Background: an optimization exercise with open tools, aiming at small area. Do not read the settings as production practice. Only simulation tests tie the RTL to the original design; equivalence was not proved. No activity file was given, so power comes from the tool's default toggle rates.

==> flow/design.v (excerpt) <==
module yduck_soc (
	input wire clk,
	input wire rst,                  
	output wire [15:0] rom_addr,
	input wire [15:0] rom_data,
	input wire [15:0] gpio_in,
	output wire [15:0] gpio_out,
	output wire T0_PWM_P,
	output wire T0_PWM_N,
	output wire T1_PWM_P,
	output wire T1_PWM_N,
	input wire [3:0] intp_ext,
	input wire intp_s
);
Size: ~5100 cells after synthesis, ~75 I/O pins.
Settings: LEC_CHECK=0, ABC_AREA=1, CAP_MARGIN=20, CORE_MARGIN=2, CORE_UTILIZATION=50, CTS_BUF_LIST=sky130_fd_sc_hd__clkbuf_16, CTS_CLUSTER_DIAMETER=70, CTS_CLUSTER_SIZE=24, SLEW_MARGIN=20; clock period 12.0 ns.
run.sh (not shown) runs the stock make flow with config.mk's settings and CLKGATE_MAP_FILE= SYNTH_SCRIPT=/design/flow/synth_recipe.tcl, a recipe that flattens the netlist after the stock synthesis.
Next try:
--- a/flow/design.v
+++ b/flow/design.v
@@ -30,31 +30,20 @@
 reg [4:0]  ram_addr_r;
 reg        ram_sel_r;
 reg [15:0] rdata_r;
 reg [15:0] gpio_in_reg, gpio_out_reg;
 reg [15:0] TCTR, TATS0, TATS0_r, TCMP0, TCMP0_r, TCNT0, TATS1, TATS1_r, TCMP1, TCMP1_r, TCNT1;
 reg        intp_T0, intp_T1;
 reg [10:0] INTC;
 reg [15:0] INT0, INT1;
 reg [7:0]  intp_i_r, intp_i_rr;
 reg        int_vld;
-function [15:0] inc16(input [15:0] x);
-	reg c;
-	integer i;
-	begin
-		c = 1'b1;
-		for (i = 0; i < 16; i = i + 1) begin
-			inc16[i] = x[i] ^ c;
-			c = c & x[i];
-		end
-	end
-endfunction
 assign rom_addr = rom_addr_r;
 assign gpio_out = gpio_out_reg;
 always @(posedge clk) rst_r <= rst;
 always @(posedge clk) rom_addr_r <= PC;
 localparam IDLE=3'h0, CPL=3'h1, WBK=3'h2, RIN=3'h3, IED=3'h4;
 wire int_req = int_vld | intp_s;
 always @(posedge clk) begin
 	if (rst) begin
 		sen <= 1'b0;
 		state <= IDLE;
@@ -119,29 +108,22 @@
 wire op_j  = (op == JA) | (op == JW);
 wire op_in = (op == IN);
 wire use_b = op_ad | op_sb | op_cr;
 wire use_i = op_ad | op_sb | op_j;
 wire op_nf = (op == NF);
 wire inv   = op_sb | op_cr | op_nf;
 wire [15:0] ximm = use_i ? {8'h0, imm} : 16'h0;
 wire [15:0] xa = a ^ {16{inv}};
 wire [15:0] xi = ximm ^ {16{op_sb}};
 wire [15:0] xb = use_b ? b : 16'h0;
-wire [15:0] s1 = xb ^ xa ^ xi;
-wire [16:0] c1 = {(xb & xa) | (xb & xi) | (xa & xi), op_sb | op_cr | op_in};
-wire [16:0] rc;
-assign rc[0] = op_sb;
-genvar g;
-generate for (g = 0; g < 16; g = g + 1) begin : rca
-	assign rc[g+1] = (s1[g] & c1[g]) | (s1[g] & rc[g]) | (c1[g] & rc[g]);
-end endgenerate
-wire [16:0] sum = {rc[16] ^ c1[16], s1 ^ c1[15:0] ^ rc[15:0]};
+wire [1:0]  cin = {1'b0, op_sb | op_cr | op_in} + {1'b0, op_sb};
+wire [16:0] sum = {1'b0, xb} + {1'b0, xa} + {1'b0, xi} + {15'h0, cin};
 wire        cr_bit = ~sum[16];
 wire [3:0] sh = a[3:0] + idata_r[3:0];
 wire       shl = (op == LL);
 reg  [15:0] b_rev, s_rev;
 wire [15:0] sh_in = shl ? b_rev : b;
 wire [15:0] sh_out = sh_in >> sh;
 integer q;
 always @(*) for (q = 0; q < 16; q = q + 1) begin
 	b_rev[q] = b[15-q];
 	s_rev[q] = sh_out[15-q];
@@ -176,21 +158,21 @@
 	endcase
 end
 reg [15:0] din1;
 reg        we1;
 always @(*) begin
 	din1 = 16'h0;
 	we1 = 1'b0;
 	if (dsw_r)
 		case (op2)
 			NF: begin din1 = ~b; we1 = 1'b1; end
-			IN: begin din1 = inc16(b); we1 = 1'b1; end
+			IN: begin din1 = b + 16'h1; we1 = 1'b1; end
 			SW: begin din1 = {b[7:0], b[15:8]}; we1 = 1'b1; end
 			default: ;
 		endcase
 end
 wire [3:0] waddr1 = idata_r[3:0];
 wire [15:0] idin0 = wbk ? PC_r : din0;
 wire [3:0]  iwa0  = wbk ? 4'he : waddr0;
 wire        iwe0  = wbk | we0;
 wire [15:0] idin1 = wbk ? 16'h0004 : din1;
 wire [3:0]  iwa1  = wbk ? 4'hf : waddr1;
@@ -211,21 +193,21 @@
 end
 always @(posedge clk) begin
 	if (rst) begin
 		PC <= 16'h0;
 		pcb_v <= 1'b0;
 	end else begin
 		if (int_jpc) begin
 			if (w0pc) PC <= idin0;
 			else if (w1pc) PC <= idin1;
 		end else if (~dsv)
-			PC <= inc16(PC);
+			PC <= PC + 16'h1;
 		pcb_v <= w0pc | w1pc;
 	end
 end
 always @(posedge clk) pcb_d <= w0pc ? idin0 : idin1;
 wire        d_we = ~rst & dwi & (op == SV);
 wire [15:0] d_din = a;
 wire [15:0] pwd = d_din & {16{~rst}};
 wire [3:0]  bank = DKD[15:12];
 wire [11:0] off  = DKD[11:0];
 wire [15:0] sta  = (idata_r[3:0] == 4'h1) ? ~b : DK;
@@ -279,27 +261,27 @@
 end
 wire eq0 = (TCNT0 == TATS0_r);
 wire eq1 = (TCNT1 == TATS1_r);
 always @(posedge clk) begin
 	if (rst) begin
 		TCNT0 <= 16'h0;
 		TCNT1 <= 16'h0;
 		intp_T0 <= 1'b0;
 		intp_T1 <= 1'b0;
 	end else begin
-		if (TCTR[0] & ~eq0) TCNT0 <= inc16(TCNT0);
+		if (TCTR[0] & ~eq0) TCNT0 <= TCNT0 + 16'h1;
 		else TCNT0 <= 16'h0;
 		if (~TCTR[0] | eq0) begin
 			TATS0_r <= TATS0;
 			TCMP0_r <= TCMP0;
 		end
-		if (TCTR[8] & ~eq1) TCNT1 <= inc16(TCNT1);
+		if (TCTR[8] & ~eq1) TCNT1 <= TCNT1 + 16'h1;
 		else TCNT1 <= 16'h0;
 		if (~TCTR[8] | eq1) begin
 			TATS1_r <= TATS1;
 			TCMP1_r <= TCMP1;
 		end
 		intp_T0 <= TCTR[0] & eq0 & TCTR[8] & eq1;
 		if (TCTR[8] & eq1) intp_T1 <= 1'b1;
 	end
 end
 reg gt0, gt1;
Outcome: Synthesized area rose by about 1%; cell area rises by about 0.35%; utilization shrinks by 0.51 points; register-to-register slack is better by 2900 ps; clock power came out higher by about 5%; wire length barely changes.

## afterwards: timing with drivers on the ports
In the flow no input, the clock included, has a driving cell. The finished layouts below were timed again as built, in two steps.
Step 1, drivers: a clkbuf_16 drives clk and a buf_2 each remaining input, both assumed.
Step 2 times the ports against the registers' clock, not the clock port: input delays grow and output delays shrink by t, the midpoint of the rising clock arrivals with the driver on.
Three values: ideal, step 1, step 2; two values: the first two.
run | t (ns) | setup WS [ns] | clock arrival spread, ns
the first run | 0.768 | 0.522 / 0.522 / 0.522 | 0.036 / 0.035
the second run | 0.759 | 3.430 / 3.430 / 3.430 | 0.035 / 0.034
After both steps every run listed still meets setup and hold.
